Background: an optimization exercise with open tools, aiming at small area. Do not read the settings as production practice.
At most, simulation tests tie the RTL to the original design; equivalence was not proved.

// CORDIC_tanInv_sqrt
module CORDIC_tanInv_sqrt(
    output [15:0] X0,
    output [15:0] Y0,
    output [15:0] Z0,
    input  [15:0] Xin,
    input  [15:0] Yin,
    input  [15:0] Zin,
    input  clk
);
Size in the first run: ~830 flip-flops, ~97 I/O pins, ~0.033 mm2 of cells after synthesis.
clock: 7.0 ns
lec_check: 0
cap_margin: 20
core_margin: 2
core_utilization: 45
cts_buf_list: sky130_fd_sc_hd__clkbuf_4
slew_margin: 20
run.sh (not shown) runs the stock make flow with config.mk's settings and CLKGATE_MAP_FILE= SYNTH_SCRIPT=/design/flow/synth_recipe.tcl, a recipe that flattens the netlist after the stock synthesis.
Edit:
CTS_BUF_LIST = not set   (was sky130_fd_sc_hd__clkbuf_4)
The new run ran to the end with no violations.
Cell area increases slightly.
Via count fell by a few percent.
Clock skew went down by 0.048 ns.
Clock-buffer cell count came out lower by 170.
Register-to-register slack is better by 0.03 ns.
Synthesized area stays the same.
Non-clock buffer count stays the same.
Edit:
CTS_BUF_LIST = sky130_fd_sc_hd__clkbuf_8   (was not set)
CTS_CLUSTER_DIAMETER = 50   (was not set)
CTS_CLUSTER_SIZE = 16   (was not set)
After rerunning:
- fmax stays flat
- register-to-register slack barely changes
- wire length went down by 0.37%
- utilization went down by 1.2 points
Edit:
CTS_BUF_LIST = sky130_fd_sc_hd__clkbuf_16   (was sky130_fd_sc_hd__clkbuf_8)
CTS_CLUSTER_DIAMETER = 60   (was 50)
CTS_CLUSTER_SIZE = 30   (was 16)
After rerunning:
- flip-flop and latch count does not change
- worst setup slack is worse by 0.012 ns
- die area is unchanged
- routed wire length drops by 1.0%
- via count decreases by 1.3%
- non-clock buffer count is unchanged
- register-to-register slack is about the same
- utilization went up by 0.21 points
- first-iteration DRC count climbs by 8.5%
No functional check of the RTL was part of any run of this note.


## JK
CORDIC_tanInv_sqrt, a different RTL version from the one above (not shown whole).
Size in the first run: roughly 1,900 cells after synthesis, roughly 97 I/O pins, roughly 0.030 sq mm of cells after synthesis.
Settings: LEC_CHECK=0, CAP_MARGIN=20, CORE_MARGIN=2, CORE_UTILIZATION=45, CTS_BUF_LIST=sky130_fd_sc_hd__clkbuf_4, CTS_CLUSTER_DIAMETER=40, CTS_CLUSTER_SIZE=10, SLEW_MARGIN=20, SYNTH_HIERARCHICAL=1; clock period 7.0 ns.
standard.sh (not shown) runs the stock make flow with config.mk's settings and CLKGATE_MAP_FILE= SYNTH_SCRIPT=/design/flow/synth_recipe.tcl, a recipe that flattens the netlist after the stock synthesis.
==> flow/flow/run.sh <==
#!/bin/bash
# Own flow: the standard layout with the smallest buffer as the port buffer and
# a clock tree without dummy loads.
set -euo pipefail
bash standard.sh BUFFER_PORTS_ARGS="-buffer_cell sky130_fd_sc_hd__buf_1" \
  CTS_ARGS="-sink_clustering_enable -repair_clock_nets -buf_list sky130_fd_sc_hd__clkbuf_4 -sink_clustering_size 12 -sink_clustering_max_diameter 40 -dont_use_dummy_load" finish > standard_flow.log 2>&1
Here is what was changed in the inputs of MS compared with JK.
Settings: CORE_UTILIZATION now 75, was 45; CTS_CLUSTER_DIAMETER no longer set, was 40; CTS_CLUSTER_SIZE no longer set, was 10; CTS_BUF_LIST no longer set, was sky130_fd_sc_hd__clkbuf_4.
==> flow/flow/run.sh <==
#!/bin/bash
# Own flow: the standard layout with the smallest buffer as the port buffer and
# a clock tree without dummy loads.
set -euo pipefail
bash standard.sh BUFFER_PORTS_ARGS="-buffer_cell sky130_fd_sc_hd__buf_1" \
  CTS_ARGS="-sink_clustering_enable -repair_clock_nets -buf_list sky130_fd_sc_hd__clkbuf_4 -sink_clustering_size 10 -sink_clustering_max_diameter 40 -dont_use_dummy_load" finish > standard_flow.log 2>&1
Findings:
- MS and JK ended up with nearly the same sequential cell count.
Modified inputs, AL compared to MS
Settings: CORE_UTILIZATION now 60, was 75.
==> run summary <==
- Against MS, AL reports a global-route wire length before repair that is higher.
- Re die footprint: AL is about 24% up on MS.
- Endpoint of the most critical setup path: yo_15$_DFF_P_ -> MS, y12_15$_DFF_P_ -> AL
- | clock-pin slew reported for the worst setup and hold paths after clock tree synthesis | AL vs MS | ≈ equal |
- The lower final worst setup slack of AL and MS is in MS.
- When AL is measured against MS, its sequential share of layout area turns out 0.42 points lower.

[static timing again, ports no longer ideal]
In the flow no input, the clock included, has a driving cell. The finished layouts below were timed again as built, in two steps.
Step 1 (the two cells are an assumption about what drives the block):
set clk [get_ports {clk}]
set_driving_cell -lib_cell sky130_fd_sc_hd__clkbuf_16 $clk
set_driving_cell -lib_cell sky130_fd_sc_hd__buf_2 [delete_from_list [all_inputs] $clk]
Step 2 times the ports against the registers' clock, not the clock port: input delays grow and output delays shrink by t, the midpoint of the rising clock arrivals with the driver on.
Slacks: no drivers / after step 1 / after step 2; pairs: no drivers / after step 1.
run | t, ns | setup slack, ns | worst setup path after step 2
the first run of note 1 | 1.040 | 0.284 / 0.284 / 0.284 | register to register
the second run of note 1 | 0.673 | 0.311 / 0.311 / 0.311 | register to register
the third run of note 1 | 0.724 | 0.309 / 0.309 / 0.309 | register to register
the fourth run of note 1 | 0.678 | 0.297 / 0.297 / 0.297 | register to register
JK | 0.885 | 0.220 / 0.220 / 0.220 | register to register
MS | 0.831 | 0.220 / 0.220 / 0.220 | register to register
AL | 0.842 | 0.244 / 0.244 / 0.244 | register to register
After both steps every run listed still meets setup and hold.
